Source: an optimization exercise on an open RTL-to-GDS flow (aim: a short achievable clock period and few clock cycles). Production flows keep margins and buffers that such runs may drop.
The RTL was checked by simulation tests, not by an equivalence proof against the original design.
Power is estimated from default activity; no workload was simulated.

<file path="constraint.sdc">
create_clock -name core_clock -period 5.6 [get_ports {clk}]
set_input_delay 1.1200 -clock core_clock [delete_from_list [all_inputs] [get_ports {clk}]]
set_output_delay 1.1200 -clock core_clock [all_outputs]
set_load 0.01 [all_outputs]
</file>
<file path="run.sh">
#!/bin/bash
# synth_recipe.tcl (not shown) runs the flow's synth.tcl, then flattens the netlist and writes it again
# the make line also repeats each setting of config.mk as NAME=value (left out here)
make -C /OpenROAD-flow-scripts/flow DESIGN_CONFIG=/design/flow/config.mk WORK_HOME=/design/flow/orfs CLKGATE_MAP_FILE= SYNTH_SCRIPT=/design/flow/synth_recipe.tcl finish
</file>
<file path="config.mk">
export PLATFORM = sky130hd
export DESIGN_NAME = cpu
export DESIGN_NICKNAME = cpu
export VERILOG_FILES = /design/flow/design.v
export SDC_FILE = /design/flow/constraint.sdc
export NUM_CORES = 4
export LEC_CHECK = 0
export CAP_MARGIN = 20
export CORE_MARGIN = 2
export CORE_UTILIZATION = 40
export PLACE_DENSITY = 0.6
export SETUP_SLACK_MARGIN = 3.3
export SLEW_MARGIN = 20
export TNS_END_PERCENT = 100
</file>
<file path="design.v">
package definesPkg;
endpackage
module cpu
(
   input clk,
   input reset,
   output [15:0] o_pc_addr,
   output o_pc_rd,
   input [15:0] i_pc_rddata,
   output [15:0] o_ldst_addr,
   output o_ldst_rd,
   output o_ldst_wr,
   input [15:0] i_ldst_rddata,
   output [15:0] o_ldst_wrdata,
   output [127:0] o_tb_regs
);
   logic [15:0] pc;             
   logic        d_valid;
   logic        d_btb;          
   logic        d_replay;       
   logic [15:0] d_hold;
   logic        d_hwr7;         
   logic [15:0] pc_out;         
   logic [15:0] d_fa;           
   logic [15:0] d_pc;           
   logic [3:0]  d_hip, d_him;   
   logic        e_valid;
   logic [15:0] e_A, e_B;
   logic        e_sadd, e_ssub, e_sb, e_smrg;
   logic        e_wr;           
   logic [2:0]  e_rd;
   logic        e_flags;
   logic        e_ld, e_st;
   logic        e_br;
   logic        e_calw, e_calz, e_caln;
   logic        e_pred;
   logic [15:0] e_pcf;          
   logic [15:0] e_tgt;          
   logic        e_useA;
   logic        w_wr;           
   logic        w_isld;         
   logic [2:0]  w_rd;
   logic [15:0] w_res;          
   logic        fN, fZ;
   logic [15:0] regs [0:7];
   function automatic [15:0] ks_add(input [15:0] a, input [15:0] b, input cin);
      logic [15:0] g, p, x;
      logic [15:0] gn, pn;
      g = a & b;
      p = a | b;
      x = a ^ b;
      g[0] = g[0] | (p[0] & cin);
      for (int d = 1; d < 16; d = d * 2) begin
         gn = g;
         pn = p;
         for (int i = d; i < 16; i++) begin
            gn[i] = g[i] | (p[i] & g[i-d]);
            pn[i] = p[i] & p[i-d];
         end
         g = gn;
         p = pn;
      end
      ks_add = x ^ {g[14:0], cin};
   endfunction
   wire [15:0] sum  = ks_add(e_A, e_B, 1'b0);
   wire [15:0] diff = ks_add(e_A, ~e_B, 1'b1);
   wire [15:0] e_or = e_A | e_B;
   wire        sum_zero = &(~((e_A ^ e_B) ^ {e_or[14:0], 1'b0}));
   wire e_simple = e_sb | e_smrg;
   wire [15:0] res_simple = e_smrg ? {e_B[15:8], e_A[7:0]} : e_B;
   wire [15:0] res = ({16{e_sadd}} & sum) | ({16{e_ssub}} & diff) | ({16{e_simple}} & res_simple);
   wire        res_N = e_ssub ? diff[15] : sum[15];
   wire        res_Z = e_ssub ? (e_A == e_B) : sum_zero;
   wire taken = e_calw | (e_calz & fZ) | (e_caln & fN);
   wire mispE = e_valid & e_br & (taken ^ e_pred);
   wire [15:0] fixpc = e_useA ? e_A : (e_pred ? e_pcf : e_tgt);
   wire [15:0] instr = d_replay ? d_hold : i_pc_rddata;
   wire [4:0]  op = instr[4:0];
   wire [2:0]  rx = instr[7:5];
   wire [2:0]  ry = instr[10:8];
   wire dv = d_valid & ~mispE;
   wire isMV    = op == 5'b00000;
   wire isADD   = op == 5'b00001;
   wire isSUB   = op == 5'b00010;
   wire isCMP   = op == 5'b00011;
   wire isLD    = op == 5'b00100;
   wire isST    = op == 5'b00101;
   wire isMVI   = op == 5'b10000;
   wire isADDI  = op == 5'b10001;
   wire isSUBI  = op == 5'b10010;
   wire isCMPI  = op == 5'b10011;
   wire isMVHI  = op == 5'b10110;
   wire isJR    = op == 5'b01000;
   wire isJZR   = op == 5'b01001;
   wire isJNR   = op == 5'b01010;
   wire isCALLR = op == 5'b01100;
   wire isJ     = op == 5'b11000;
   wire isJZ    = op == 5'b11001;
   wire isJN    = op == 5'b11010;
   wire isCALL  = op == 5'b11100;
   wire readA = isADD | isSUB | isCMP | isST | isADDI | isSUBI | isCMPI | isMVHI |
                isJR | isJZR | isJNR | isCALLR;
   wire readB = isMV | isADD | isSUB | isCMP | isLD | isST;
   wire regjump = isJR | isJZR | isJNR | isCALLR;
   wire dirjump = isJ | isJZ | isJN | isCALL;
   wire eA = e_valid & e_wr & (e_rd == rx);
   wire eB = e_valid & e_wr & (e_rd == ry);
   wire wA = w_wr & (w_rd == rx);
   wire wB = w_wr & (w_rd == ry);
   wire [15:0] w_val = w_isld ? i_ldst_rddata : w_res;
   wire [15:0] rfA = d_replay ? regs[d_hold[7:5]] : regs[i_pc_rddata[7:5]];
   wire [15:0] rfB = d_replay ? regs[d_hold[10:8]] : regs[i_pc_rddata[10:8]];
   wire [15:0] A_early = wA ? w_val : rfA;
   wire [15:0] B_early = wB ? w_val : rfB;
   wire [15:0] imm8s = {{8{instr[15]}}, instr[15:8]};
   wire [15:0] B_other = readB ? B_early :
                         (isMVHI ? {instr[15:8], 8'd0} :
                         ((isCALL | isCALLR) ? d_pc : imm8s));
   wire fB = readB & eB;
   wire [15:0] A_next = eA ? res_simple : A_early;
   wire [15:0] B_next = fB ? res_simple : B_other;
   wire [11:0] tlo = {1'b0, d_pc[11:1]} + {1'b0, i_pc_rddata[15:5]};
   wire [3:0]  thi = i_pc_rddata[15] ? (tlo[11] ? d_pc[15:12] : d_him) : (tlo[11] ? d_hip : d_pc[15:12]);
   wire [15:0] tgtD = {thi, tlo[10:0], d_pc[0]};
   wire [2:0] rx_r = i_pc_rddata[7:5];
   wire [2:0] ry_r = i_pc_rddata[10:8];
   wire readA_r = (op_raw == 5'b00001) | (op_raw == 5'b00010) | (op_raw == 5'b00011) | (op_raw == 5'b00101) |
                  (op_raw == 5'b10001) | (op_raw == 5'b10010) | (op_raw == 5'b10011) | (op_raw == 5'b10110) |
                  (op_raw == 5'b01000) | (op_raw == 5'b01001) | (op_raw == 5'b01010) | (op_raw == 5'b01100);
   wire readB_r = (op_raw == 5'b00000) | (op_raw == 5'b00001) | (op_raw == 5'b00010) | (op_raw == 5'b00011) |
                  (op_raw == 5'b00100) | (op_raw == 5'b00101);
   wire wr7_r = ((((op_raw == 5'b00000) | (op_raw == 5'b00001) | (op_raw == 5'b00010) | (op_raw == 5'b00100) |
                   (op_raw == 5'b10000) | (op_raw == 5'b10001) | (op_raw == 5'b10010) | (op_raw == 5'b10110)) &
                  (rx_r == 3'd7)) | (op_raw == 5'b11100) | (op_raw == 5'b01100));
   wire stall = dv & e_valid & (e_ld | ((e_sadd | e_ssub) & e_wr)) &
                ((readA_r & (e_rd == rx_r)) | (readB_r & (e_rd == ry_r)));
   wire e7 = e_valid & (e_wr | e_ld) & (e_rd == 3'd7);
   wire e7slow = e7 & ~e_simple;
   wire w7 = w_wr & (w_rd == 3'd7);
   wire [15:0] r7_fwd = e7 ? res_simple : (w7 ? w_val : regs[7]);
      wire [4:0] op_raw = i_pc_rddata[4:0];
   wire predT_dir = ~d_replay & ((op_raw == 5'b11000) | (op_raw == 5'b11100) |
                                 (((op_raw == 5'b11001) | (op_raw == 5'b11010)) & i_pc_rddata[15]));
   wire predT_reg = ~d_replay & ((op_raw == 5'b01000) | (op_raw == 5'b01100)) & (rx_r == 3'd7) & ~e7slow;
   wire predT = d_btb | predT_dir | predT_reg;
   wire redirD = dv & ~stall & ~d_btb & (predT_dir | predT_reg);
   wire [15:0] tgt_reg = r7_fwd;
   localparam NB = 8;
   logic [NB-1:0]  btb_v;
   logic [15:0]    btb_tag [0:NB-1];
   logic [15:0]    btb_tgt [0:NB-1];
   logic [NB-1:0]  btb_r7;         
   logic [2:0]     btb_ptr;        
   logic [NB-1:0]  btb_hitv;
   logic [15:0]    btb_t;
   always_comb begin
      btb_t = '0;
      for (int i = 0; i < NB; i++) begin
         btb_hitv[i] = btb_v[i] & (btb_tag[i] == pc_inc);
         btb_t = btb_t | ({16{btb_hitv[i]}} & btb_tgt[i]);
      end
   end
   logic        lk_seq, lk_dir, lk_r7;
   logic [15:0] lk_t;
   wire hit_dir = lk_seq & lk_dir;
   wire hit_r7 = lk_seq & lk_r7;
   wire dWr7 = dv & (d_replay ? d_hwr7 : wr7_r);
   wire r7_busy = dWr7 | e7 | w7;
   wire btb_pred = hit_dir | (hit_r7 & ~r7_busy);
   wire [15:0] btb_target = hit_r7 ? regs[7] : lk_t;
   wire alloc_r7 = predT_reg;
   wire btb_alloc = redirD & (predT_dir | alloc_r7);
   logic        al_q, al_r7;
   logic [15:0] al_tag;
   wire [15:0] pc_inc = pc + 16'd2;
   wire sel_tgtD = redirD & predT_dir;
   wire [15:0] pc_other = mispE ? fixpc : (stall ? pc : (redirD ? tgt_reg : (btb_pred ? btb_target : pc_inc)));
   wire [15:0] pc_next = sel_tgtD ? tgtD : pc_other;
   always_ff @(posedge clk or posedge reset) begin
      if (reset) begin
         pc <= '0;
         d_valid <= 1'b0;
         d_replay <= 1'b0;
         e_valid <= 1'b0;
         w_wr <= 1'b0;
         btb_v <= '0;
         al_q <= 1'b0;
         lk_seq <= 1'b0;
         btb_r7 <= '0;
         btb_ptr <= '0;
         fN <= 1'b0;
         fZ <= 1'b0;
      end else begin
         pc <= pc_next;
         d_valid <= ~(mispE | redirD);
         d_replay <= stall;
         e_valid <= dv & ~stall;
         w_wr <= e_valid & (e_wr | e_ld);
         al_q <= btb_alloc;
         if (!stall) lk_seq <= ~(mispE | redirD | btb_pred);
         if (al_q) begin
            btb_v[btb_ptr] <= 1'b1;
            btb_r7[btb_ptr] <= al_r7;
            btb_ptr <= btb_ptr + 1'b1;
         end
         if (e_valid & e_flags) begin
            fN <= res_N;
            fZ <= res_Z;
         end
      end
   end
   always_ff @(posedge clk) begin
      d_hold <= instr;
      if (!stall) begin
         lk_dir <= |(btb_hitv & ~btb_r7);
         lk_r7 <= |(btb_hitv & btb_r7);
         lk_t <= btb_t;
      end
      d_hwr7 <= wr7_r;
      pc_out <= reset ? 16'd0 : pc_next;
      if (!stall) begin
         d_fa <= pc;
         d_pc <= pc_inc;
         d_hip <= pc_inc[15:12] + 4'd1;
         d_him <= pc_inc[15:12] - 4'd1;
            d_btb <= btb_pred;
      end
      al_r7 <= alloc_r7;
      al_tag <= d_fa;
      if (al_q) begin
         btb_tag[btb_ptr] <= al_tag;
         btb_tgt[btb_ptr] <= e_tgt;
      end
      e_A <= A_next;
      e_B <= B_next;
      e_sadd <= isADD | isADDI;
      e_ssub <= isSUB | isCMP | isSUBI | isCMPI;
      e_sb <= isMV | isMVI | isCALL | isCALLR;
      e_smrg <= isMVHI;
      e_wr <= isMV | isADD | isSUB | isMVI | isADDI | isSUBI | isMVHI | isCALL | isCALLR;
      e_rd <= (isCALL | isCALLR) ? 3'd7 : rx;
      e_flags <= isADD | isSUB | isCMP | isADDI | isSUBI | isCMPI;
      e_ld <= isLD;
      e_st <= isST;
      e_br <= regjump | dirjump;
      e_calw <= isJR | isCALLR | isJ | isCALL;
      e_calz <= isJZR | isJZ;
      e_caln <= isJNR | isJN;
      e_pred <= predT;
      e_pcf <= d_pc;
      e_tgt <= tgtD;
      e_useA <= regjump & ~predT_reg;
      w_rd <= e_rd;
      w_isld <= e_ld;
      w_res <= res;
      if (reset) begin
         regs[0] <= 16'hCAFE; regs[1] <= 16'hBADD; regs[2] <= 16'hCAFE; regs[3] <= 16'hBADD;
         regs[4] <= 16'hCAFE; regs[5] <= 16'hBADD; regs[6] <= 16'hCAFE; regs[7] <= 16'hBADD;
      end else begin
         if (w_wr) regs[w_rd] <= w_val;
      end
   end
   assign o_pc_addr = pc_out;
   assign o_pc_rd = 1'b1;
   assign o_ldst_addr = e_B;
   assign o_ldst_wrdata = e_A;
   assign o_ldst_rd = 1'b1;
   assign o_ldst_wr = e_valid & e_st;
   assign o_tb_regs = {regs[7], regs[6], regs[5], regs[4], regs[3], regs[2], regs[1], regs[0]};
endmodule
</file>
==> summary.md, run 1 <==
| Metric | Value |
|---|---|
| Worst R2R End | `lk_t[2]` |
| Count leader, synth | `edfxtp_1` |
| Req. time, crit path | `5940 ps` |
| WL met3 | `13.01 mm` |
| First-pass DRT Iterations | `6` |
| P per Cell Area | `384.5 mW/mm²` |
| Worst setup path startpoint | `pc[11]` |
| Wire length of the first global-routing pass | `188.0 mm` |
| Routed WL per cell | `29.34 µm` |
| RSZ-0062 raised after global routing | `yes` |
| Initial drt markers | `3,479` |
| Number of I/O pins | `213` |
| Cts bufs inserted | `73` |
| Max-capacitance violation count | `0` |
| Worst-Margin Slew | `944.3 ps` |
| Crit. End Element | `register` |
| Tot GR Track Use | `30.47%` |
| R2R Setup Slk | `2460 ps` |
| Hold Path Class | `register to register` |
| CTS tree | `built` |
| DIE HEIGHT | `291.1 µm` |
| Full die area | `0.08473 mm²` |
| Fin. max-slew vios | `0` |
| LEAKAGE | `17.83 nW` |
| Syn Area/Cell | `12.16 µm²` |
| Maximum vdd ir drop | `385.4 µV` |
| Post-Syn Area | `0.03297 mm²` |
| Rows | `105` |
| Routability Congestion | `0.9464` |
| TritonCTS Sinks | `625` |
| Final Hold Vio Count | `0` |
| Largest net degree at the start of global routing | `53` |
| Root Driver | `clkbuf_16` |
| Die width | `291.1 µm` |
| Routed via count | `27,540` |
| CP arrival | `3480 ps` |
| Post-route minimum period | `3142 ps` |
| Clock Skew | `38.68 ps` |
| Hpwl dp | `85.84 mm` |
| Vias in the first global route | `26,480` |
| Core area | `0.08185 mm²` |
| Cells after Synth | `2,710` |
| CP max FO | `8` |
| Synth async-reset ratio | `6.880%` |
| Synth cell count leaders | `edfxtp_1 (441), nand2_1 (237), nor2_1 (180), clkbuf_1 (142), dfxtp_1 (141)` |
| Leading cell types by total area after synthesis | `edfxtp_1 (40%), mux4_2 (8.7%), dfxtp_1 (8.6%)` |
| Setup-failing EPs final | `0` |
| Syn-to-layout area delta | `41.58%` |
| H-tree Lvls | `3` |
| FF-to-FF Start | `pc[11]` |
| Startpoint types | `register` |
| Clock latency on the worst-skew pair | `630 ps` |
| Top Layer Used | `met5` |
| Post-route ant nets | `0` |
| Headroom to the max-slew limit | `37.04%` |
| Nets | `3,548` |
| Worst-path clk slew | `60 ps` |
| Post-synth EDFFs | `441` |
| GRT Residual Overflow | `0` |
| Min-Delay Startpoint | `d_fa[13]` |
| Number of vias per cell | `6.034` |
| Final worst path period share | `56.11%` |
| Main synth FF type | `edfxtp_1` |
| Synth Warn # | `1` |
| Crit path kind | `register to register` |
| #FFs+latches synth | `625` |
| Initial Utilization | `40.28%` |
| Fill cell count | `6,496` |
| Worst R2R Path Depth | `10` |
| Final Core Density | `57.03%` |
| Fmax | `0.3183 GHz` |
| Post-synth top area cell | `edfxtp_1` |
| Sequential fraction of the synthesis area | `52.00%` |
| I/O Buffers | `210` |
| Met1 WL | `49.76 mm` |
| Status | `complete, no violations` |
| Synth unique cells | `82` |
| DRC | `0` |
| Pwr Total | `17.94 mW` |
| Met2 WL | `62.90 mm` |
| Post-synth top area share | `40.17%` |
| Initial antenna violation count | `6` |
| Final setup TNS | `0 ps` |
| Layout cells sized above 1 | `44.83%` |
| Final wirelength | `133.9 mm` |
| CTS max path bufs | `3` |
| Critical Path End | `lk_t[2]` |
## critical path, cell delays in order (launching register included)
cell,delay (ps)
dfrtp_2,450
clkinvlp_4,210
or4_4,590
buf_4,170
xnor2_4,150
xnor2_2,150
and4_4,160
and4_4,180
buf_12,150
a22o_1,190
a2111o_1,460
## metal layers
layer,GRT usage (%),vias to the layer above
met5,0,-
met1,38.53,13740
met4,16.42,4
met3,6.376,422
li1,-,11650
met2,49.09,1730
## final cells by class
type	instances	area (µm²)	share of cell area [%]
repair buffers	826	7586	16.25
well taps	1070	1339	2.868
flip-flops and latches	625	17310	37.08
diodes	3	7.507	0.01608
clock buffers	97	2079	4.455
clock inverters	35	405.4	0.8686
inverters	104	431.7	0.9249
repair inverters	1	8.758	0.01877
multi-input cells	1803	17510	37.51
## registers in the layout, indices dropped and copies added, names as in the netlist, 4 cells and up
| name | count |
|---|---|
| w_res | 16 |
| regs | 128 |
| al_tag | 16 |
| d_pc | 16 |
| e_pcf | 15 |
| d_hold | 16 |
| btb_v | 8 |
| e_A | 16 |
| btb_tag | 128 |
| e_B | 16 |
| pc_out | 16 |
| btb_tgt | 120 |
| e_tgt | 15 |
| btb_r7 | 8 |
| lk_t | 16 |
| pc | 16 |
| d_fa | 15 |
| d_him | 4 |
## how the worst min path moves through the flow
stage | to | slack, ps | cells past startpoint
4_1_cts | al_tag[13] | 320 | 0
3_3_place_gp | al_tag[14] | 320 | 0
5_1_grt | al_tag[13] | 330 | 0
3_5_place_dp | al_tag[12] | 330 | 0
2_1_floorplan | al_tag[10] | 320 | 0
6_report | al_tag[13] | 330 | 0
## cells in the final DEF, fill, tap and decap left out, drive strengths merged, types with 14 or more instances in the layout
cell | Yosys | final
edfxtp | 441 | 441
xor2 | 62 | 62
a22o | 17 | 17
nand3 | 81 | 83
nor2b | 56 | 56
o211ai | 17 | 17
mux4 | 128 | 128
mux2i | 98 | 98
nor2 | 180 | 180
o21ai | 96 | 96
clkbuf | 142 | 101
buf | 41 | 802
and2 | 16 | 16
a21oi | 117 | 117
mux2 | 32 | 32
nand2b | 23 | 23
dfxtp | 141 | 141
nor3 | 50 | 50
nand4 | 56 | 56
clkdlybuf4s50 | 0 | 16
a211oi | 62 | 62
ha | 77 | 77
a22oi | 14 | 14
clkinv | 2 | 27
xnor3 | 44 | 44
nand2 | 237 | 237
nor4 | 16 | 16
a2111o | 18 | 18
dfrtp | 43 | 43
xnor2 | 106 | 106
inv | 102 | 103
and3 | 32 | 32
## cells by family after synthesis
kind of cell	after synthesis	share of synthesized area (%)
fa+ha+maj	80	3.105
compound gates	449	9.147
flops	625	52.00
buf+inv	287	3.385
other cells	1	0.01138
xor+xnor	213	7.644
simple gates	797	11.90
mux	258	12.81
## report_power, final
part / switching, mW / internal [mW]
registers: 0.969 / 5.95
logic: 3.19 / 2.86
clock network: 2.03 / 2.95
## metrics by stage
stage	setup WS, ps	hold WS (ps)	instances	cell area (µm²)
6_report	2458	333.0	4564	46670
5_1_grt	2359	334.6	4561	46670
4_1_cts	2513	322.2	4399	44270
3_5_place_dp	1171	326.9	3895	37210
3_3_place_gp	1296	324.5	3895	37200
2_1_floorplan	2324	323.3	2711	34200
## what timing repair did
item,CTS,global route
gates resized for setup,1297,254
hold buffers,0,0
setup endpoints to repair,800,465
gates cloned,23,3
buffers inserted,349,159
pin swaps,157,157
Testbench counts, summed over its fixed seeds: cycles 59,323.
==> run 2, diff against run 1 <==
--- a/design.v
+++ b/design.v
@@ -158,3 +158,3 @@
       for (int i = 0; i < NB; i++) begin
-         btb_hitv[i] = btb_v[i] & (btb_tag[i] == pc_inc);
+         btb_hitv[i] = btb_v[i] & (btb_tag[i] == pc);
          btb_t = btb_t | ({16{btb_hitv[i]}} & btb_tgt[i]);
@@ -228,3 +228,3 @@
       al_r7 <= alloc_r7;
-      al_tag <= d_fa;
+      al_tag <= d_fa - 16'd2;    
       if (al_q) begin
==> summary.md, run 2 <==
| Metric | Value |
|---|---|
| Status | `complete, no violations (unchanged)` |
| DIE HEIGHT | `286.0 µm (was 291.1 µm)` |
| Worst path max stage delay | `330 ps (was 590 ps)` |
| Routability Congestion | `0.9855 (was 0.9464)` |
| Synth unique cells | `83 (was 82)` |
| Crit. End Element | `register (unchanged)` |
| Syn Area/Cell | `12.32 µm² (was 12.16 µm²)` |
| Initial drt markers | `3,555 (was 3,479)` |
| Dpl cells | `3,755 (was 3,895)` |
| Layout cells sized above 1 | `46.36% (was 44.83%)` |
| Post-synth EDFFs | `441 (unchanged)` |
| Worst-Margin Slew | `824.3 ps (was 944.3 ps)` |
| Post-synth top area cell | `edfxtp_1 (unchanged)` |
| Comb power frac | `31.5% (was 33.7%)` |
| Non-filler cells, final | `4,431 (was 4,564)` |
| Number of I/O pins | `213 (unchanged)` |
| CP Buf/Inv Count | `3 (unchanged)` |
| Clock Skew | `35.38 ps (was 38.68 ps)` |
| Main synth FF type | `edfxtp_1 (unchanged)` |
| Syn-to-layout area delta | `44.14% (was 41.58%)` |
| Fmax | `0.3644 GHz (was 0.3183 GHz)` |
| Slowest CP cell | `nor4b_2 (was or4_4)` |
| Root Driver | `clkbuf_16 (unchanged)` |
| Die width | `286.0 µm (was 291.1 µm)` |
| Sequential fraction of design power | `40.4% (was 38.5%)` |
| Max-capacitance violation count | `0 (unchanged)` |
| Clock power share | `28.1% (was 27.7%)` |
| Initial antenna violation count | `11 (was 6)` |
| Commonest non-fill, non-tap cell in the layout | `edfxtp_1 (was buf_4)` |
| Largest regs | `btb_tag (128), regs (128), btb_tgt (120) (unchanged)` |
| Final WS setup | `2855 ps (was 2458 ps)` |
| Hpwl dp | `84.71 mm (was 85.84 mm)` |
| Cells after Synth | `2,583 (was 2,710)` |
| Sw Ratio | `34.95% (was 34.50%)` |
| Final Hold Vio Count | `0 (unchanged)` |
| Setup-failing EPs final | `0 (unchanged)` |
| Post-route ant nets | `0 (unchanged)` |
| Cts bufs inserted | `69 (was 73)` |
| Top Family by Delay on Critical Path | `compound AO/OA/AOI/OAI gates (was simple AND/OR/NAND/NOR gates)` |
| Final setup TNS | `0 ps (unchanged)` |
| Number of vias per cell | `6.172 (was 6.034)` |
| Post-Syn Area | `0.03181 mm² (was 0.03297 mm²)` |
| Headroom to the max-slew limit | `44.92% (was 37.04%)` |
| CP arrival | `3300 ps (was 3480 ps)` |
| Count leader, synth | `edfxtp_1 (unchanged)` |
| Routed WL per cell | `30.54 µm (was 29.34 µm)` |
| Psw | `6.050 mW (was 6.190 mW)` |
| Startpoint types | `input port (was register)` |
| Routed via count | `27,350 (was 27,540)` |
| Fin. max-slew vios | `0 (unchanged)` |
| Clock latency on the worst-skew pair | `640 ps (was 630 ps)` |
| CTS max path bufs | `3 (unchanged)` |
| Final instance area | `0.04585 mm² (was 0.04667 mm²)` |
| Synth cell count leaders | `edfxtp_1 (441), nand2_1 (235), xnor2_1 (157), dfxtp_1 (141), nor2_1 (130) (was edfxtp_1 (441), nand2_1 (237), nor2_1 (180), clkbuf_1 (142), dfxtp_1 (141))` |
| Fill cell count | `6,211 (was 6,496)` |
| Final wirelength | `135.3 mm (was 133.9 mm)` |
| LEAKAGE | `16.77 nW (was 17.83 nW)` |
| DRC | `0 (unchanged)` |
| Rows | `103 (was 105)` |
| H-tree Lvls | `3 (unchanged)` |
| RSZ-0062 raised after global routing | `yes (unchanged)` |
| GRT Residual Overflow | `0 (unchanged)` |
| Synth Warn # | `1 (unchanged)` |
| Full die area | `0.08180 mm² (was 0.08473 mm²)` |
| P per Cell Area | `377.5 mW/mm² (was 384.5 mW/mm²)` |
| I/O Buffers | `210 (unchanged)` |
| Req. time, crit path | `6160 ps (was 5940 ps)` |
| #FFs+latches synth | `625 (unchanged)` |
| Final worst path period share | `49.01% (was 56.11%)` |
| Crit path kind | `input port to register (was register to register)` |
| Sequential fraction of the synthesis area | `53.88% (was 52.00%)` |
| Placed inst area | `0.03560 mm² (was 0.03721 mm²)` |
| Setup slack at placement | `980.2 ps (was 1171 ps)` |
| Wire length of the first global-routing pass | `186.9 mm (was 188.0 mm)` |
| CTS tree | `built (unchanged)` |
| Worst-path clk slew | `60 ps (about the same)` |
| P_int | `11.26 mW (was 11.75 mW)` |
| Leading cell types by total area after synthesis | `edfxtp_1 (42%), mux4_2 (9.1%), dfxtp_1 (8.9%) (was edfxtp_1 (40%), mux4_2 (8.7%), dfxtp_1 (8.6%))` |
| First-pass DRT Iterations | `6 (unchanged)` |
| Post-synth top area share | `41.63% (was 40.17%)` |
| Cts-stage hold buffer count | `0 (unchanged)` |
| Initial Utilization | `40.33% (was 40.28%)` |
| Tot GR Track Use | `31.70% (was 30.47%)` |
| Maximum vdd ir drop | `368.3 µV (was 385.4 µV)` |
| CP max FO | `9 (was 8)` |
| Nets | `3,434 (was 3,548)` |
| Post-route minimum period | `2745 ps (was 3142 ps)` |
| Vias in the first global route | `25,810 (was 26,480)` |
| Largest net degree at the start of global routing | `58 (was 53)` |
| Core area | `0.07887 mm² (was 0.08185 mm²)` |
| Hold Path Class | `register to register (unchanged)` |
| Critical-path cell list | `buf_2 -> a211oi_4 -> nand4_1 -> o31ai_4 -> buf_4 -> buf_6 -> a31oi_2 -> o211ai_1 -> a31oi_4 -> nor4b_2 -> and2_1 (was clkinvlp_4 -> or4_4 -> buf_4 -> xnor2_4 -> xnor2_2 -> and4_4 -> and4_4 -> buf_12 -> a22o_1 -> a2111o_1)` |
| Synth async-reset ratio | `6.880% (unchanged)` |
| Commonest non-fill, non-tap cells in the layout | `edfxtp_1 (441), buf_4 (419), nand2_1 (214) (was buf_4 (449), edfxtp_1 (441), nand2_1 (207))` |
| TritonCTS Sinks | `625 (unchanged)` |
| Pwr Total | `17.31 mW (was 17.94 mW)` |
[run 2: changes by cell type in the layout (fill, tap and decap cells not counted), sizes merged, moves of 26 or more]
| cell | before | now |
|---|---|---|
| nand4 | 56 | 30 |
| nor4 | 16 | 45 |
| o21ai | 96 | 65 |
| a22oi | 14 | 53 |
| a221oi | 7 | 38 |
| xnor2 | 106 | 157 |
| nor2 | 180 | 130 |
| a21oi | 117 | 90 |
| xnor3 | 44 | 0 |
[run 2: path summary, 6_finish.rpt]
check                               start    endpoint  slack (ps)  depth (start not counted)
max                        i_pc_rddata[2]  pc_out[13]        2860                         11
max in group asynchronous           reset       pc[2]        4230                          3
max reg2reg                          w_wr  pc_out[13]        2890                          9
min                                  e_ld      w_isld         380                          0
min in group asynchronous           reset        w_wr         940                          3
min reg2reg                          e_ld      w_isld         380                          0
[run 2: power by group through the flow]
stage          clock, mW  combinational, mW  sequential (mW)
2_1_floorplan          0               2.53             6.46
3_3_place_gp           0               3.64             7.13
4_1_cts             4.86               4.81             6.98
3_5_place_dp           0               3.68             7.15
5_1_grt             5.06               5.70             7.05
6_report            4.86               5.45             7.00
[run 2: what timing repair did]
action / CTS / global route
setup buffers: 356 / 151
cloned: 30 / 6
endpoints found under the hold margin: 0 / 0
resized for setup: 1401 / 246
endpoints found under the setup margin: 695 / 407
pin swaps: 168 / 126
[run 2: final cells by class]
type / count / area (µm²) / area share (%)
tap: 1050 / 1314 / 2.865
timing repair inverter: 2 / 16.27 / 0.03547
multi-input combinational: 1692 / 16550 / 36.09
clock buffer: 90 / 1954 / 4.262
sequential: 625 / 17310 / 37.74
antenna: 5 / 12.51 / 0.02729
timing repair buffer: 828 / 7807 / 17.03
clock inverter: 38 / 457.9 / 0.9987
inverter: 101 / 436.7 / 0.9523
[run 2: cells by family after synthesis]
kind of cell,synth area share [%]
fa+ha+maj,3.257
xor+xnor,6.250
buf+inv,3.410
other cells,0.01179
simple gates,10.51
mux,12.76
flops,53.88
compound gates,9.919
[run 2: layer usage]
layer  wire, µm  track usage, %  vias up
met3      14320           6.738      489
met1      51620           42.27    13720
met4       8098           15.82       12
li1           -               -    11230
met5         75               0        -
met2      61220           49.06     1894
[run 2: through the flow]
step / hold WS [ps] / utilization (%)
floorplan: 325.8 / -
global placement: 361.3 / 45.08
detailed placement: 362.8 / 45.14
CTS: 380.6 / 55.09
global route: 391.2 / 58.13
finish: 380.3 / 58.14
Testbench counts of run 2, summed over its fixed seeds: cycles 59,323.
==> run 3, diff against run 2 <==
--- a/design.v
+++ b/design.v
@@ -119,4 +119,6 @@
    wire fB = readB & eB;
-   wire [15:0] A_next = eA ? res_simple : A_early;
-   wire [15:0] B_next = fB ? res_simple : B_other;
+   wire [15:0] A_next = ({16{eA & e_sadd}} & sum) | ({16{eA & e_ssub}} & diff) |
+                        ({16{eA & e_simple}} & res_simple) | ({16{~eA}} & A_early);
+   wire [15:0] B_next = ({16{fB & e_sadd}} & sum) | ({16{fB & e_ssub}} & diff) |
+                        ({16{fB & e_simple}} & res_simple) | ({16{~fB}} & B_other);
    wire [11:0] tlo = {1'b0, d_pc[11:1]} + {1'b0, i_pc_rddata[15:5]};
@@ -134,3 +136,3 @@
                   (rx_r == 3'd7)) | (op_raw == 5'b11100) | (op_raw == 5'b01100));
-   wire stall = dv & e_valid & (e_ld | ((e_sadd | e_ssub) & e_wr)) &
+   wire stall = dv & e_valid & e_ld &
                 ((readA_r & (e_rd == rx_r)) | (readB_r & (e_rd == ry_r)));
==> summary.md, run 3 <==
| Metric | Value |
|---|---|
| Maximum vdd ir drop | `342.4 µV (was 368.3 µV)` |
| Synth cell count leaders | `edfxtp_1 (433), nand2_1 (236), nor2_1 (192), dfxtp_1 (149), xnor2_1 (144) (was edfxtp_1 (441), nand2_1 (235), xnor2_1 (157), dfxtp_1 (141), nor2_1 (130))` |
| Number of I/O pins | `213 (unchanged)` |
| Fin. max-slew vios | `0 (unchanged)` |
| Clock latency on the worst-skew pair | `650 ps (was 640 ps)` |
| CP arrival | `3370 ps (was 3300 ps)` |
| Final Hold Vio Count | `0 (unchanged)` |
| GRT Residual Overflow | `0 (unchanged)` |
| Main synth FF type | `edfxtp_1 (unchanged)` |
| Largest regs | `btb_tag (128), regs (128), btb_tgt (120) (unchanged)` |
| RSZ-0062 raised after global routing | `yes (unchanged)` |
| Syn Area/Cell | `12.17 µm² (was 12.32 µm²)` |
| Post-route ant nets | `0 (unchanged)` |
| Rows | `103 (unchanged)` |
| CTS tree | `built (unchanged)` |
| Worst path max stage delay | `370 ps (was 330 ps)` |
| Worst-Margin Slew | `924.7 ps (was 824.3 ps)` |
| Initial drt markers | `3,856 (was 3,555)` |
| Cells after Synth | `2,601 (was 2,583)` |
| Die width | `285.3 µm (was 286.0 µm)` |
| Crit. End Element | `register (unchanged)` |
| Post-route minimum period | `2806 ps (was 2745 ps)` |
| Synth Warn # | `1 (unchanged)` |
| Req. time, crit path | `6160 ps (about the same)` |
| Leading cell types by total area after synthesis | `edfxtp_1 (41%), dfxtp_1 (9.4%), mux4_2 (9.1%) (was edfxtp_1 (42%), mux4_2 (9.1%), dfxtp_1 (8.9%))` |
| Final wirelength | `130.4 mm (was 135.3 mm)` |
| H-tree Lvls | `3 (unchanged)` |
| P per Cell Area | `376.5 mW/mm² (was 377.5 mW/mm²)` |
| Routed WL per cell | `29.58 µm (was 30.54 µm)` |
| Fill cell count | `6,307 (was 6,211)` |
| Count leader, synth | `edfxtp_1 (unchanged)` |
| Cts-stage hold buffer count | `0 (unchanged)` |
| LEAKAGE | `16.40 nW (was 16.77 nW)` |
| Initial Utilization | `40.26% (was 40.33%)` |
| I/O Buffers | `210 (unchanged)` |
| Final Core Density | `56.97% (was 58.14%)` |
| Routed via count | `27,110 (was 27,350)` |
| Sequential fraction of the synthesis area | `53.91% (was 53.88%)` |
| Hold Path Class | `register to register (unchanged)` |
| Final instance area | `0.04479 mm² (was 0.04585 mm²)` |
| R2R Setup Slk | `2800 ps (was 2890 ps)` |
| CTS max path bufs | `3 (unchanged)` |
| Initial antenna violation count | `5 (was 11)` |
| Layout cells sized above 1 | `44.37% (was 46.36%)` |
| Hold_ws | `417.7 ps (was 380.3 ps)` |
| Number of vias per cell | `6.150 (was 6.172)` |
| Setup-failing EPs final | `0 (unchanged)` |
| Worst-path clk slew | `60 ps (about the same)` |
| Vias in the first global route | `25,550 (was 25,810)` |
| Final setup TNS | `0 ps (unchanged)` |
| TritonCTS Sinks | `625 (unchanged)` |
| Status | `complete, no violations (unchanged)` |
| Fmax | `0.3564 GHz (was 0.3644 GHz)` |
| Nets | `3,418 (was 3,434)` |
| Post-Syn Area | `0.03165 mm² (was 0.03181 mm²)` |
| Full die area | `0.08139 mm² (was 0.08180 mm²)` |
| CP max FO | `6 (was 9)` |
| Post-synth top area cell | `edfxtp_1 (unchanged)` |
| Largest net degree at the start of global routing | `35 (was 58)` |
| Synth async-reset ratio | `6.880% (unchanged)` |
| Commonest non-fill, non-tap cell in the layout | `edfxtp_1 (unchanged)` |
| Routability Congestion | `0.9469 (was 0.9855)` |
| Root Driver | `clkbuf_16 (unchanged)` |
| DRC | `0 (unchanged)` |
| Wire length of the first global-routing pass | `178.9 mm (was 186.9 mm)` |
| Placed inst area | `0.03545 mm² (was 0.03560 mm²)` |
| Critical-path cell list | `buf_12 -> buf_8 -> ha_4 -> a211oi_4 -> o21ai_2 -> a2111oi_4 -> nor3_4 -> buf_6 -> buf_12 -> mux2i_1 -> mux2i_1 -> a2bb2oi_2 -> and2_1 (was buf_2 -> a211oi_4 -> nand4_1 -> o31ai_4 -> buf_4 -> buf_6 -> a31oi_2 -> o211ai_1 -> a31oi_4 -> nor4b_2 -> and2_1)` |
| #FFs+latches synth | `625 (unchanged)` |
| Hpwl dp | `80.40 mm (was 84.71 mm)` |
| Syn-to-layout area delta | `41.51% (was 44.14%)` |
| Headroom to the max-slew limit | `38.20% (was 44.92%)` |
| Cts bufs inserted | `70 (was 69)` |
| Post-synth top area share | `41.08% (was 41.63%)` |
| DIE HEIGHT | `285.3 µm (was 286.0 µm)` |
| Tot GR Track Use | `30.14% (was 31.70%)` |
| Startpoint types | `input port (unchanged)` |
| Commonest non-fill, non-tap cells in the layout | `edfxtp_1 (433), buf_4 (409), nand2_1 (212) (was edfxtp_1 (441), buf_4 (419), nand2_1 (214))` |
| Slowest CP cell | `a2111oi_4 (was nor4b_2)` |
| Clock Skew | `63.28 ps (was 35.38 ps)` |
| Crit path kind | `input port to register (unchanged)` |
| Max-capacitance violation count | `0 (unchanged)` |
| Final worst path period share | `50.11% (was 49.01%)` |
| Core area | `0.07861 mm² (was 0.07887 mm²)` |
| Post-synth EDFFs | `433 (was 441)` |
| Diode count | `0 (was 5)` |
| First-pass DRT Iterations | `6 (unchanged)` |
| Synth unique cells | `90 (was 83)` |
==> run 3: cell types whose count changed in the layout (fill, tap and decap cells not counted), moves of 12 or more <==
cell	change
a211oi_2	-20
a211oi_4	-16
buf_6	-29
clkbuf_1	+13
mux2i_1	-35
nand3_1	-15
nor2_1	+63
nor2b_1	-15
nor3_2	-18
nor4_1	-12
o21ai_0	+32
o22ai_1	+59
==> run 3: path summary, 6_finish.rpt <==
check,startpoint,endpoint,depth (start not counted)
worst max-delay path,i_pc_rddata[7],pc_out[13],13
worst min-delay path,e_ld,w_isld,0
worst max register to register,w_rd[0],pc_out[7],8
worst min register to register,e_ld,w_isld,0
max in group asynchronous,reset,pc[12],3
min in group asynchronous,reset,pc[10],3
==> run 3: metrics by stage <==
stage	total power [mW]	cells	setup WS (ps)
after CTS	16.08	4214	2776
after detailed placement	10.52	3760	1106
after global placement	10.45	3759	1200
final	16.86	4408	2794
after floorplan	8.918	2602	1992
after global routing	17.38	4408	2687
==> run 3: cell type report <==
cell class	count	area (µm²)	area share [%]
clock buffers	95	1928	4.305
repair inverters	1	11.26	0.02514
well taps	1050	1314	2.933
flip-flops and latches	625	17280	38.57
multi-input cells	1719	16260	36.31
clock inverters	32	339.1	0.7571
inverters	99	416.7	0.9303
repair buffers	787	7241	16.17
==> run 3: timing repair <==
item,in CTS,in global routing
pin swaps,137,142
cloned,23,15
resized for setup,1330,223
buffers inserted,304,178
setup endpoints to repair,664,467
==> run 3: power by group <==
group	internal (mW)	switching, mW
registers	5.94	1.09
logic	2.54	2.69
clock network	2.59	2.01
total	11.1	5.79
==> run 3: kinds of logic (layout without fill, tap and decap cells) <==
kind of cell / Yosys count / after routing / synth area share (%)
fa+ha+maj: 81 / 81 / 3.273
buf+inv: 265 / 1014 / 3.384
simple gates: 707 / 714 / 10.73
mux: 214 / 214 / 11.93
other cells: 1 / 2 / 0.01185
compound gates: 485 / 485 / 10.60
flops: 625 / 625 / 53.91
xor+xnor: 223 / 223 / 6.171
==> run 3: routing by layer <==
layer  GRT usage (%)  vias up  part of all wire, %
met5               0        -                0.042
met4           16.31        8                  6.7
li1                -    11190                    -
met2           48.85     1892                   47
met1           38.48    13540                   36
met3           5.376      479                  9.8
==> run 3: worst max-delay path, delay by kind of cell <==
family | cells | cell delay [ps]
AOI/OAI and AO/OA | 4 | 900
adders and majority gates | 1 | 170
buffers and inverters | 4 | 520
muxes | 2 | 400
and+or+nand+nor | 2 | 230
Testbench counts of run 3, summed over its fixed seeds: cycles 58,398.
==> run 4, diff against run 3 <==
--- a/design.v
+++ b/design.v
@@ -160,3 +160,3 @@
       for (int i = 0; i < NB; i++) begin
-         btb_hitv[i] = btb_v[i] & (btb_tag[i] == pc);
+         btb_hitv[i] = btb_v[i] & (btb_tag[i] == pc_inc);
          btb_t = btb_t | ({16{btb_hitv[i]}} & btb_tgt[i]);
@@ -230,3 +230,3 @@
       al_r7 <= alloc_r7;
-      al_tag <= d_fa - 16'd2;    
+      al_tag <= d_fa;
       if (al_q) begin
==> summary.md, run 4 <==
| Metric | Value |
|---|---|
| FF/Latch Area | `0.01726 mm² (was 0.01728 mm²)` |
| Hold Path Class | `register to register (unchanged)` |
| CTS max path bufs | `3 (unchanged)` |
| DRC | `0 (unchanged)` |
| Worst setup path startpoint | `pc[2] (was i_pc_rddata[7])` |
| Clock power share | `26.9% (was 27.3%)` |
| Crit. End Element | `register (unchanged)` |
| Final setup TNS | `0 ps (unchanged)` |
| Synth unique cells | `89 (was 90)` |
| Leading cell types by total area after synthesis | `edfxtp_1 (39%), dfxtp_1 (9.0%), mux4_2 (8.7%) (was edfxtp_1 (41%), dfxtp_1 (9.4%), mux4_2 (9.1%))` |
| Core area | `0.08211 mm² (was 0.07861 mm²)` |
| First-pass DRT Iterations | `7 (was 6)` |
| Fmax | `0.3113 GHz (was 0.3564 GHz)` |
| I/O Buffers | `210 (unchanged)` |
| Final wirelength | `138.7 mm (was 130.4 mm)` |
| Min-Delay Startpoint | `d_fa[13] (was e_ld)` |
| Routed via count | `29,330 (was 27,110)` |
| RSZ-0062 raised after global routing | `yes (unchanged)` |
| Initial Utilization | `40.43% (was 40.26%)` |
| Hold_ws | `340.7 ps (was 417.7 ps)` |
| #FFs+latches synth | `625 (unchanged)` |
| TritonCTS Sinks | `625 (unchanged)` |
| Post-Syn Area | `0.03320 mm² (was 0.03165 mm²)` |
| Setup-failing EPs final | `0 (unchanged)` |
| Rows | `105 (was 103)` |
| Synth cell count leaders | `edfxtp_1 (433), nand2_1 (227), nor2_1 (202), clkbuf_1 (157), dfxtp_1 (149) (was edfxtp_1 (433), nand2_1 (236), nor2_1 (192), dfxtp_1 (149), xnor2_1 (144))` |
| Startpoint types | `register (was input port)` |
| Headroom to the max-slew limit | `46.69% (was 38.20%)` |
| Largest net degree at the start of global routing | `63 (was 35)` |
| Sequential fraction of design power | `39.0% (was 41.7%)` |
| Multi-input logic area | `0.01787 mm² (was 0.01626 mm²)` |
| FF-to-FF Start | `pc[2] (was w_rd[0])` |
| Initial drt markers | `4,364 (was 3,856)` |
| Hpwl dp | `87.01 mm (was 80.40 mm)` |
| Commonest non-fill, non-tap cell in the layout | `buf_4 (was edfxtp_1)` |
| DIE HEIGHT | `292.1 µm (was 285.3 µm)` |
| CP max FO | `8 (was 6)` |
| P per Cell Area | `379.2 mW/mm² (was 376.5 mW/mm²)` |
| CP arrival | `3690 ps (was 3370 ps)` |
| Post-synth top area share | `39.17% (was 41.08%)` |
| Vias in the first global route | `27,870 (was 25,550)` |
| Clock latency on the worst-skew pair | `620 ps (was 650 ps)` |
| LEAKAGE | `17.03 nW (was 16.40 nW)` |
| Worst-Margin Slew | `798.8 ps (was 924.7 ps)` |
| Post-route minimum period | `3213 ps (was 2806 ps)` |
| Req. time, crit path | `6080 ps (was 6160 ps)` |
| Post-synth top area cell | `edfxtp_1 (unchanged)` |
| Post-route ant nets | `0 (unchanged)` |
| Cells after Synth | `2,839 (was 2,601)` |
| Routability Congestion | `0.9947 (was 0.9469)` |
| Root Driver | `clkbuf_16 (unchanged)` |
| GRT Residual Overflow | `0 (unchanged)` |
| Sequential fraction of the synthesis area | `51.40% (was 53.91%)` |
| Syn-to-layout area delta | `40.24% (was 41.51%)` |
| Die width | `292.1 µm (was 285.3 µm)` |
| Routed WL per cell | `29.78 µm (was 29.58 µm)` |
| Maximum vdd ir drop | `320.9 µV (was 342.4 µV)` |
| Commonest non-fill, non-tap cells in the layout | `buf_4 (453), edfxtp_1 (433), nand2_1 (207) (was edfxtp_1 (433), buf_4 (409), nand2_1 (212))` |
| Number of I/O pins | `213 (unchanged)` |
| Crit path kind | `register to register (was input port to register)` |
| Main synth FF type | `edfxtp_1 (unchanged)` |
| Sw Ratio | `35.69% (was 34.35%)` |
| H-tree Lvls | `3 (unchanged)` |
| Post-synth EDFFs | `433 (unchanged)` |
| Cts-stage hold buffer count | `0 (unchanged)` |
| Layout cells sized above 1 | `43.39% (was 44.37%)` |
| P_int | `11.35 mW (was 11.07 mW)` |
| Full die area | `0.08531 mm² (was 0.08139 mm²)` |
| Max-capacitance violation count | `0 (unchanged)` |
| Clock Skew | `30.81 ps (was 63.28 ps)` |
| Nets | `3,643 (was 3,418)` |
| Comb power frac | `34.1% (was 31.0%)` |
| Synth async-reset ratio | `6.880% (unchanged)` |
| Tot GR Track Use | `31.19% (was 30.14%)` |
| Synth Warn # | `1 (unchanged)` |
| CTS tree | `built (unchanged)` |
| Final Hold Vio Count | `0 (unchanged)` |
| Worst-path clk slew | `60 ps (about the same)` |
| Syn Area/Cell | `11.69 µm² (was 12.17 µm²)` |
| Cts bufs inserted | `71 (was 70)` |
| Status | `complete, no violations (unchanged)` |
| Wire length of the first global-routing pass | `194.7 mm (was 178.9 mm)` |
| Count leader, synth | `edfxtp_1 (unchanged)` |
| Number of vias per cell | `6.298 (was 6.150)` |
| Psw | `6.301 mW (was 5.792 mW)` |
| Largest regs | `btb_tag (128), regs (128), btb_tgt (120) (unchanged)` |
| Initial antenna violation count | `7 (was 5)` |
| Fill cell count | `6,530 (was 6,307)` |
| Fin. max-slew vios | `0 (unchanged)` |
| Pwr Total | `17.65 mW (was 16.86 mW)` |
| Final worst path period share | `57.37% (was 50.11%)` |
==> run 4: timing repair <==
action | CTS | global route
resized for setup | 1336 | 216
endpoints found under the setup margin | 770 | 318
cloned | 15 | 4
pin swaps | 183 | 116
hold endpoints to repair | 0 | 0
buffers inserted | 357 | 134
==> run 4: path summary, 6_finish.rpt <==
check | to | slack (ps) | depth (start not counted)
max in group asynchronous | d_replay | 4290 | 3
min | al_tag[13] | 340 | 0
max reg2reg | lk_t[3] | 2390 | 12
max | lk_t[3] | 2390 | 12
min reg2reg | al_tag[13] | 340 | 0
min in group asynchronous | w_wr | 890 | 3
==> run 4: area by class of cell <==
type | instances | area share [%]
Clock inverter | 35 | 0.7848
Sequential cell | 625 | 37.07
Multi-Input combinational cell | 1872 | 38.38
Antenna cell | 4 | 0.02150
Timing Repair Buffer | 813 | 15.35
Clock buffer | 93 | 4.239
Inverter | 146 | 1.271
Tap cell | 1070 | 2.876
==> run 4: worst max-delay path: stages (launching register included) <==
cell and delay (ps):
dfrtp_2 460, ha_4 220, buf_4 160, xnor2_2 190
buf_6 180, xnor2_1 80, o22ai_2 190, o221ai_1 200
or4_4 680, buf_12 200, nor4b_4 320, a2111oi_2 60
nand3_1 110
==> run 4: cell families after synthesis <==
group                    count (synthesis)  share of synthesized area, %
adder cells (fa/ha/maj)                 80                         3.083
buffers and inverters                  347                         4.086
multiplexers                           232                         11.89
AO/OA/AOI/OAI                          541                         11.25
other                                    1                       0.01130
AND/OR/NAND/NOR                        819                         12.37
XOR/XNOR                               194                         5.914
flip-flops                             625                         51.40
==> run 4: routing by layer <==
layer	wire length [µm]	vias to the layer above	track usage, %
li1	-	12100	-
met3	16460	472	7.566
met2	61930	2150	47.49
met4	8113	6	14.75
met5	41	-	0
met1	52180	14610	41.94
==> run 4: metrics by stage <==
| step | util, % | area [µm²] | std cells | setup WS (ps) |
|---|---|---|---|---|
| after floorplan | - | 34180 | 2840 | 1873 |
| after CTS | 54.17 | 44480 | 4516 | 2498 |
| after detailed placement | 45.40 | 37280 | 4016 | 1066 |
| after global routing | 56.68 | 46540 | 4654 | 2301 |
| final | 56.69 | 46550 | 4658 | 2387 |
| after global placement | 45.40 | 37270 | 4016 | 1062 |
==> run 4: power groups by stage <==
stage	Sequential (mW)	Combinational [mW]	Clock [mW]
CTS	6.85	5.38	4.75
global placement	6.97	4.19	0
global route	6.93	6.30	4.95
finish	6.89	6.02	4.75
floorplan	6.38	2.98	0
detailed placement	6.99	4.24	0
Testbench counts of run 4, summed over its fixed seeds: cycles 58,398.
==> run 5, diff against run 4 <==
--- a/design.v
+++ b/design.v
@@ -22,2 +22,3 @@
    logic        d_hwr7;         
+   logic        d_hreadB;       
    logic [15:0] pc_out;         
@@ -81,2 +82,13 @@
    wire dv = d_valid & ~mispE;
+   wire [4:0] op_raw = i_pc_rddata[4:0];
+   wire [2:0] rx_r = i_pc_rddata[7:5];
+   wire [2:0] ry_r = i_pc_rddata[10:8];
+   wire readA_r = (op_raw == 5'b00001) | (op_raw == 5'b00010) | (op_raw == 5'b00011) | (op_raw == 5'b00101) |
+                  (op_raw == 5'b10001) | (op_raw == 5'b10010) | (op_raw == 5'b10011) | (op_raw == 5'b10110) |
+                  (op_raw == 5'b01000) | (op_raw == 5'b01001) | (op_raw == 5'b01010) | (op_raw == 5'b01100);
+   wire readB_r = (op_raw == 5'b00000) | (op_raw == 5'b00001) | (op_raw == 5'b00010) | (op_raw == 5'b00011) |
+                  (op_raw == 5'b00100) | (op_raw == 5'b00101);
+   wire wr7_r = ((((op_raw == 5'b00000) | (op_raw == 5'b00001) | (op_raw == 5'b00010) | (op_raw == 5'b00100) |
+                   (op_raw == 5'b10000) | (op_raw == 5'b10001) | (op_raw == 5'b10010) | (op_raw == 5'b10110)) &
+                  (rx_r == 3'd7)) | (op_raw == 5'b11100) | (op_raw == 5'b01100));
    wire isMV    = op == 5'b00000;
@@ -105,6 +117,6 @@
    wire dirjump = isJ | isJZ | isJN | isCALL;
-   wire eA = e_valid & e_wr & (e_rd == rx);
-   wire eB = e_valid & e_wr & (e_rd == ry);
-   wire wA = w_wr & (w_rd == rx);
-   wire wB = w_wr & (w_rd == ry);
+   wire eA = ~d_replay & e_valid & e_wr & (e_rd == rx_r);
+   wire eB = ~d_replay & e_valid & e_wr & (e_rd == ry_r);
+   wire wA = w_wr & (d_replay ? (w_rd == d_hold[7:5]) : (w_rd == rx_r));
+   wire wB = w_wr & (d_replay ? (w_rd == d_hold[10:8]) : (w_rd == ry_r));
    wire [15:0] w_val = w_isld ? i_ldst_rddata : w_res;
@@ -118,3 +130,3 @@
                          ((isCALL | isCALLR) ? d_pc : imm8s));
-   wire fB = readB & eB;
+   wire fB = (d_replay ? d_hreadB : readB_r) & eB;
    wire [15:0] A_next = ({16{eA & e_sadd}} & sum) | ({16{eA & e_ssub}} & diff) |
@@ -126,12 +138,2 @@
    wire [15:0] tgtD = {thi, tlo[10:0], d_pc[0]};
-   wire [2:0] rx_r = i_pc_rddata[7:5];
-   wire [2:0] ry_r = i_pc_rddata[10:8];
-   wire readA_r = (op_raw == 5'b00001) | (op_raw == 5'b00010) | (op_raw == 5'b00011) | (op_raw == 5'b00101) |
-                  (op_raw == 5'b10001) | (op_raw == 5'b10010) | (op_raw == 5'b10011) | (op_raw == 5'b10110) |
-                  (op_raw == 5'b01000) | (op_raw == 5'b01001) | (op_raw == 5'b01010) | (op_raw == 5'b01100);
-   wire readB_r = (op_raw == 5'b00000) | (op_raw == 5'b00001) | (op_raw == 5'b00010) | (op_raw == 5'b00011) |
-                  (op_raw == 5'b00100) | (op_raw == 5'b00101);
-   wire wr7_r = ((((op_raw == 5'b00000) | (op_raw == 5'b00001) | (op_raw == 5'b00010) | (op_raw == 5'b00100) |
-                   (op_raw == 5'b10000) | (op_raw == 5'b10001) | (op_raw == 5'b10010) | (op_raw == 5'b10110)) &
-                  (rx_r == 3'd7)) | (op_raw == 5'b11100) | (op_raw == 5'b01100));
    wire stall = dv & e_valid & e_ld &
@@ -142,3 +144,2 @@
    wire [15:0] r7_fwd = e7 ? res_simple : (w7 ? w_val : regs[7]);
-      wire [4:0] op_raw = i_pc_rddata[4:0];
    wire predT_dir = ~d_replay & ((op_raw == 5'b11000) | (op_raw == 5'b11100) |
@@ -160,3 +161,3 @@
       for (int i = 0; i < NB; i++) begin
-         btb_hitv[i] = btb_v[i] & (btb_tag[i] == pc_inc);
+         btb_hitv[i] = btb_v[i] & (btb_tag[i] == pc);
          btb_t = btb_t | ({16{btb_hitv[i]}} & btb_tgt[i]);
@@ -221,2 +222,3 @@
       d_hwr7 <= wr7_r;
+      d_hreadB <= readB_r;
       pc_out <= reset ? 16'd0 : pc_next;
@@ -230,3 +232,3 @@
       al_r7 <= alloc_r7;
-      al_tag <= d_fa;
+      al_tag <= d_fa - 16'd2;    
       if (al_q) begin
==> summary.md, run 5 <==
| Metric | Value |
|---|---|
| Clock power share | `29.4% (was 26.9%)` |
| Nets | `3,357 (was 3,643)` |
| Die width | `284.5 µm (was 292.1 µm)` |
| Worst-path clk slew | `60 ps (about the same)` |
| Hpwl dp | `81.93 mm (was 87.01 mm)` |
| P per Cell Area | `376.1 mW/mm² (was 379.2 mW/mm²)` |
| Crit path kind | `register to register (unchanged)` |
| Max-capacitance violation count | `0 (unchanged)` |
| Syn Area/Cell | `12.26 µm² (was 11.69 µm²)` |
| Initial drt markers | `3,615 (was 4,364)` |
| Initial Utilization | `40.48% (was 40.43%)` |
| Cells after Synth | `2,567 (was 2,839)` |
| RSZ-0062 raised after global routing | `yes (unchanged)` |
| Final instance area | `0.04398 mm² (was 0.04655 mm²)` |
| Comb power frac | `29.1% (was 34.1%)` |
| Setup-failing EPs final | `0 (unchanged)` |
| Final Core Density | `56.59% (was 56.69%)` |
| DIE HEIGHT | `284.5 µm (was 292.1 µm)` |
| Main synth FF type | `edfxtp_1 (unchanged)` |
| Number of I/O pins | `213 (unchanged)` |
| Final Hold Vio Count | `0 (unchanged)` |
| CTS max path bufs | `3 (unchanged)` |
| P_int | `10.94 mW (was 11.35 mW)` |
| Post-route minimum period | `2985 ps (was 3213 ps)` |
| Post-synth top area share | `41.33% (was 39.17%)` |
| Core area | `0.07772 mm² (was 0.08211 mm²)` |
| TritonCTS Sinks | `625 (unchanged)` |
| Largest net degree at the start of global routing | `52 (was 63)` |
| Syn-to-layout area delta | `39.79% (was 40.24%)` |
| Clock Skew | `52.08 ps (was 30.81 ps)` |
| Initial antenna violation count | `4 (was 7)` |
| Maximum vdd ir drop | `304.5 µV (was 320.9 µV)` |
| Synth cell count leaders | `edfxtp_1 (433), nand2_1 (212), nor2_1 (188), dfxtp_1 (149), xnor2_1 (142) (was edfxtp_1 (433), nand2_1 (227), nor2_1 (202), clkbuf_1 (157), dfxtp_1 (149))` |
| Vias in the first global route | `25,170 (was 27,870)` |
| Leading cell types by total area after synthesis | `edfxtp_1 (41%), dfxtp_1 (9.5%), mux4_2 (9.2%) (was edfxtp_1 (39%), dfxtp_1 (9.0%), mux4_2 (8.7%))` |
| Setup slack at placement | `807.5 ps (was 1066 ps)` |
| Hold_ws | `395.4 ps (was 340.7 ps)` |
| Number of vias per cell | `6.138 (was 6.298)` |
| LEAKAGE | `16.15 nW (was 17.03 nW)` |
| Post-synth EDFFs | `433 (unchanged)` |
| Sequential fraction of the synthesis area | `54.23% (was 51.40%)` |
| Routed WL per cell | `29.96 µm (was 29.78 µm)` |
| Final worst path period share | `53.30% (was 57.37%)` |
| Clock latency on the worst-skew pair | `650 ps (was 620 ps)` |
| Fin. max-slew vios | `0 (unchanged)` |
| Layout cells sized above 1 | `42.46% (was 43.39%)` |
| Psw | `5.606 mW (was 6.301 mW)` |
| First-pass DRT Iterations | `8 (was 7)` |
| GRT Residual Overflow | `0 (unchanged)` |
| Worst-Margin Slew | `1086 ps (was 798.8 ps)` |
| Routability Congestion | `0.9325 (was 0.9947)` |
| Final wirelength | `130.0 mm (was 138.7 mm)` |
| CP max FO | `3 (was 8)` |
| Synth Warn # | `1 (unchanged)` |
| Wire length of the first global-routing pass | `178.8 mm (was 194.7 mm)` |
| Count leader, synth | `edfxtp_1 (unchanged)` |
| Rows | `102 (was 105)` |
| Headroom to the max-slew limit | `27.43% (was 46.69%)` |
| Synth async-reset ratio | `6.880% (unchanged)` |
| Tot GR Track Use | `30.43% (was 31.19%)` |
| Fmax | `0.3350 GHz (was 0.3113 GHz)` |
| Status | `complete, no violations (unchanged)` |
| Cts-stage hold buffer count | `0 (unchanged)` |
| Placed inst area | `0.03567 mm² (was 0.03728 mm²)` |
| Final WS setup | `2615 ps (was 2387 ps)` |
| Commonest non-fill, non-tap cells in the layout | `edfxtp_1 (433), buf_4 (426), nand2_1 (192) (was buf_4 (453), edfxtp_1 (433), nand2_1 (207))` |
| R2R Setup Slk | `2620 ps (was 2390 ps)` |
| Cts bufs inserted | `70 (was 71)` |
| I/O Buffers | `210 (unchanged)` |
| Largest regs | `btb_tag (128), regs (128), btb_tgt (120) (unchanged)` |
| Full die area | `0.08092 mm² (was 0.08531 mm²)` |
| CTS tree | `built (unchanged)` |
| Startpoint types | `register (unchanged)` |
| DRC | `0 (unchanged)` |
| Post-Syn Area | `0.03146 mm² (was 0.03320 mm²)` |
| Root Driver | `clkbuf_16 (unchanged)` |
| Req. time, crit path | `6090 ps (was 6080 ps)` |
| Final setup TNS | `0 ps (unchanged)` |
| Commonest non-fill, non-tap cell in the layout | `edfxtp_1 (was buf_4)` |
| Hold Path Class | `register to register (unchanged)` |
| Synth unique cells | `89 (unchanged)` |
| H-tree Lvls | `3 (unchanged)` |
| Post-synth top area cell | `edfxtp_1 (unchanged)` |
| Routed via count | `26,640 (was 29,330)` |
| #FFs+latches synth | `625 (unchanged)` |
| Sw Ratio | `33.89% (was 35.69%)` |
| CP arrival | `3470 ps (was 3690 ps)` |
| Sequential fraction of design power | `41.5% (was 39.0%)` |
| Crit. End Element | `register (unchanged)` |
| Post-route ant nets | `0 (unchanged)` |
==> run 5: changes by cell type in the layout (fill, tap and decap cells not counted), moves of 18 or more <==
cell	previous run	this run
inv_1	119	75
buf_6	140	99
xnor2_1	94	135
buf_4	453	426
nand3_1	66	41
nor2_1	184	159
a2111oi_2	18	0
==> run 5: path summary, 6_finish.rpt <==
kind | start | endpoint | cells past startpoint
max | e_B[0] | e_A[8] | 15
min | e_ld | w_isld | 0
max reg2reg | e_B[0] | e_A[8] | 15
min reg2reg | e_ld | w_isld | 0
max in group asynchronous | reset | e_valid | 3
min in group asynchronous | reset | pc[4] | 3
==> run 5: power by group through the flow <==
stage	Sequential [mW]	Clock, mW	Combinational (mW)
2_1_floorplan	6.41	0	2.40
3_3_place_gp	6.97	0	3.40
3_5_place_dp	6.99	0	3.45
4_1_cts	6.83	4.89	4.35
5_1_grt	6.92	5.07	5.03
6_report	6.86	4.87	4.81
==> run 5: cells by family (layout without fill, tap and decap cells) <==
group / Yosys count / after routing / share of synthesized area, %
multiplexers: 235 / 235 / 12.67
adder cells (fa/ha/maj): 81 / 81 / 3.293
AO/OA/AOI/OAI: 469 / 469 / 10.29
AND/OR/NAND/NOR: 682 / 683 / 10.23
other: 1 / 5 / 0.01192
XOR/XNOR: 219 / 219 / 6.096
flip-flops: 625 / 625 / 54.23
buffers and inverters: 255 / 983 / 3.189
==> run 5: repair_timing <==
| action | 4_1_cts | 5_1_grt |
|---|---|---|
| setup endpoints to repair | 666 | 323 |
| pin swaps | 155 | 83 |
| resized for setup | 1193 | 180 |
| buffers inserted | 322 | 123 |
| cloned | 15 | 8 |
==> run 5: worst max-delay path: stages, from the launching register on <==
cell and delay, ps:
dfxtp_4 360, buf_4 140, buf_6 120, buf_6 120, buf_6 110, ha_4 150, fa_2 340, nand2b_1 90
a21oi_2 80, o31ai_2 190, buf_4 170, a21o_1 130, a21oi_2 70, or3_4 350, a311oi_4 300, a21oi_1 120
==> run 5: final cells by class <==
class	instances	area, µm²
repair buffers	762	6794
flip-flops and latches	625	17250
diodes	3	7.507
fillers	6206	33740
clock inverters	41	604.3
clock buffers	86	1832
repair inverters	1	7.507
multi-input cells	1689	15810
well taps	1040	1301
inverters	93	379.1
==> run 5: stage by stage <==
step	total power, mW	cells
floorplan	8.811	2568
global placement	10.37	3741
detailed placement	10.43	3742
CTS	16.07	4206
global route	17.02	4337
finish	16.54	4340
==> run 5: metal layers <==
metal / up-vias / GRT usage [%] / wire [µm] / part of all wire (%)
li1: 11010 / - / - / -
met1: 13330 / 40.26 / 48370 / 37
met2: 1883 / 47.96 / 59690 / 46
met3: 417 / 6.292 / 14220 / 11
met4: 4 / 14.43 / 7705 / 5.9
met5: - / 0 / 19 / 0.015
Testbench counts of run 5, summed over its fixed seeds: cycles 58,398.
==> run 6, diff against run 5 <==
--- a/design.v
+++ b/design.v
@@ -131,6 +131,4 @@
    wire fB = (d_replay ? d_hreadB : readB_r) & eB;
-   wire [15:0] A_next = ({16{eA & e_sadd}} & sum) | ({16{eA & e_ssub}} & diff) |
-                        ({16{eA & e_simple}} & res_simple) | ({16{~eA}} & A_early);
-   wire [15:0] B_next = ({16{fB & e_sadd}} & sum) | ({16{fB & e_ssub}} & diff) |
-                        ({16{fB & e_simple}} & res_simple) | ({16{~fB}} & B_other);
+   wire [15:0] A_next = eA ? res_simple : A_early;
+   wire [15:0] B_next = fB ? res_simple : B_other;
    wire [11:0] tlo = {1'b0, d_pc[11:1]} + {1'b0, i_pc_rddata[15:5]};
@@ -138,3 +136,3 @@
    wire [15:0] tgtD = {thi, tlo[10:0], d_pc[0]};
-   wire stall = dv & e_valid & e_ld &
+   wire stall = dv & e_valid & (e_ld | ((e_sadd | e_ssub) & e_wr)) &
                 ((readA_r & (e_rd == rx_r)) | (readB_r & (e_rd == ry_r)));
==> summary.md, run 6 <==
| Metric | Value |
|---|---|
| Commonest non-fill, non-tap cell in the layout | `edfxtp_1 (unchanged)` |
| Initial drt markers | `3,298 (was 3,615)` |
| Post-synth EDFFs | `441 (was 433)` |
| Post-synth top area share | `41.79% (was 41.33%)` |
| Most used cell, CP | `buf_6 (unchanged)` |
| CP max FO | `8 (was 3)` |
| Worst R2R Path Depth | `10 (was 15)` |
| Slowest CP cell | `or4_4 (was dfxtp_4)` |
| LEAKAGE | `16.34 nW (was 16.15 nW)` |
| Hpwl dp | `81.28 mm (was 81.93 mm)` |
| Post-Syn Area | `0.03169 mm² (was 0.03146 mm²)` |
| Main synth FF type | `edfxtp_1 (unchanged)` |
| Final Core Density | `56.76% (was 56.59%)` |
| Crit. End Element | `register (unchanged)` |
| Fin. max-slew vios | `0 (unchanged)` |
| GRT Residual Overflow | `0 (unchanged)` |
| Number of I/O pins | `213 (unchanged)` |
| Final instance area | `0.04469 mm² (was 0.04398 mm²)` |
| Tot GR Track Use | `31.14% (was 30.43%)` |
| Leading cell types by total area after synthesis | `edfxtp_1 (42%), mux4_2 (9.1%), dfxtp_1 (8.9%) (was edfxtp_1 (41%), dfxtp_1 (9.5%), mux4_2 (9.2%))` |
| Initial antenna violation count | `4 (unchanged)` |
| Post-synth top area cell | `edfxtp_1 (unchanged)` |
| Psw | `5.863 mW (was 5.606 mW)` |
| Cts bufs inserted | `69 (was 70)` |
| Pwr Total | `16.76 mW (was 16.54 mW)` |
| Maximum vdd ir drop | `320.5 µV (was 304.5 µV)` |
| R2R Setup Slk | `2860 ps (was 2620 ps)` |
| Count leader, synth | `edfxtp_1 (unchanged)` |
| CP arrival | `3280 ps (was 3470 ps)` |
| P_int | `10.90 mW (was 10.94 mW)` |
| Status | `complete, no violations (unchanged)` |
| Worst setup path startpoint | `i_pc_rddata[2] (was e_B[0])` |
| Clock latency on the worst-skew pair | `640 ps (was 650 ps)` |
| Nets | `3,401 (was 3,357)` |
| First-pass DRT Iterations | `6 (was 8)` |
| Number of vias per cell | `6.091 (was 6.138)` |
| Clock power share | `27.1% (was 29.4%)` |
| Syn-to-layout area delta | `41.04% (was 39.79%)` |
| Comb power frac | `30.9% (was 29.1%)` |
| Post-route ant nets | `0 (unchanged)` |
| Full die area | `0.08149 mm² (was 0.08092 mm²)` |
| Fill cell count | `6,327 (was 6,206)` |
| Final Hold Vio Count | `0 (unchanged)` |
| Crit path kind | `input port to register (was register to register)` |
| Wire length of the first global-routing pass | `183.6 mm (was 178.8 mm)` |
| CTS max path bufs | `3 (unchanged)` |
| Routability Congestion | `0.9382 (was 0.9325)` |
| P per Cell Area | `375.1 mW/mm² (was 376.1 mW/mm²)` |
| Initial Utilization | `40.24% (was 40.48%)` |
==> run 6: final cells by class <==
| class | instances | area, µm² | share of cell area [%] |
|---|---|---|---|
| sequential | 625 | 17320 | 38.76 |
| multi-input combinational | 1711 | 16120 | 36.06 |
| timing repair buffer | 779 | 7276 | 16.28 |
| clock buffer | 99 | 1952 | 4.367 |
| tap | 1050 | 1314 | 2.940 |
| inverter | 99 | 441.7 | 0.9883 |
| clock inverter | 28 | 256.5 | 0.5739 |
| timing repair inverter | 1 | 11.26 | 0.02520 |
| antenna | 1 | 2.502 | 0.005599 |
==> run 6: logic make-up after synthesis <==
logic type      count (synthesis)  synth area share, %
fa+ha+maj                      81                3.269
other cells                     1              0.01183
buf+inv                       264                3.388
flops                         625                54.09
mux                           231                12.41
xor+xnor                      218                6.025
compound gates                475                10.23
simple gates                  702                10.57
==> run 6: worst min path at each step <==
stage | slack, ps | start | depth (start not counted) | end
floorplan | 370 | e_ld | 0 | w_isld
global placement | 380 | e_ld | 0 | w_isld
detailed placement | 390 | e_ld | 0 | w_isld
CTS | 420 | e_ld | 0 | w_isld
global route | 440 | e_ld | 0 | w_isld
finish | 430 | e_ld | 0 | w_isld
==> run 6: metrics by stage <==
step,cells,setup WS (ps)
finish,4393,2814
CTS,4248,2890
global placement,3771,1142
detailed placement,3772,1130
global route,4392,2820
floorplan,2598,1764
==> run 6: power by group through the flow <==
stage | clock, mW | sequential (mW) | combinational (mW)
after floorplan | 0 | 6.47 | 2.57
after global placement | 0 | 7.11 | 3.57
after detailed placement | 0 | 7.13 | 3.60
after CTS | 4.54 | 7.01 | 4.68
after global routing | 4.73 | 7.10 | 5.44
final | 4.54 | 7.04 | 5.18
==> run 6: routing by layer <==
layer	vias up	GRT usage (%)	share of wire (%)
met5	-	0	0.029
met4	6	16.49	6.6
met3	444	6.268	9.9
met2	1751	50.40	47
met1	13410	39.54	37
li1	11150	-	-
==> run 6: critical path, delay by kind of cell <==
| kind | cells | cell delay, ps |
|---|---|---|
| AO/OA/AOI/OAI | 5 | 1100 |
| AND/OR/NAND/NOR | 3 | 810 |
| buffers and inverters | 2 | 250 |
==> run 6: timing repair <==
action,in CTS,in global routing
pin swaps,184,128
cloned,22,8
resized for setup,1350,223
setup endpoints to repair,613,412
setup buffers,327,136
endpoints found under the hold margin,0,0
Testbench counts of run 6, summed over its fixed seeds: cycles 59,323.
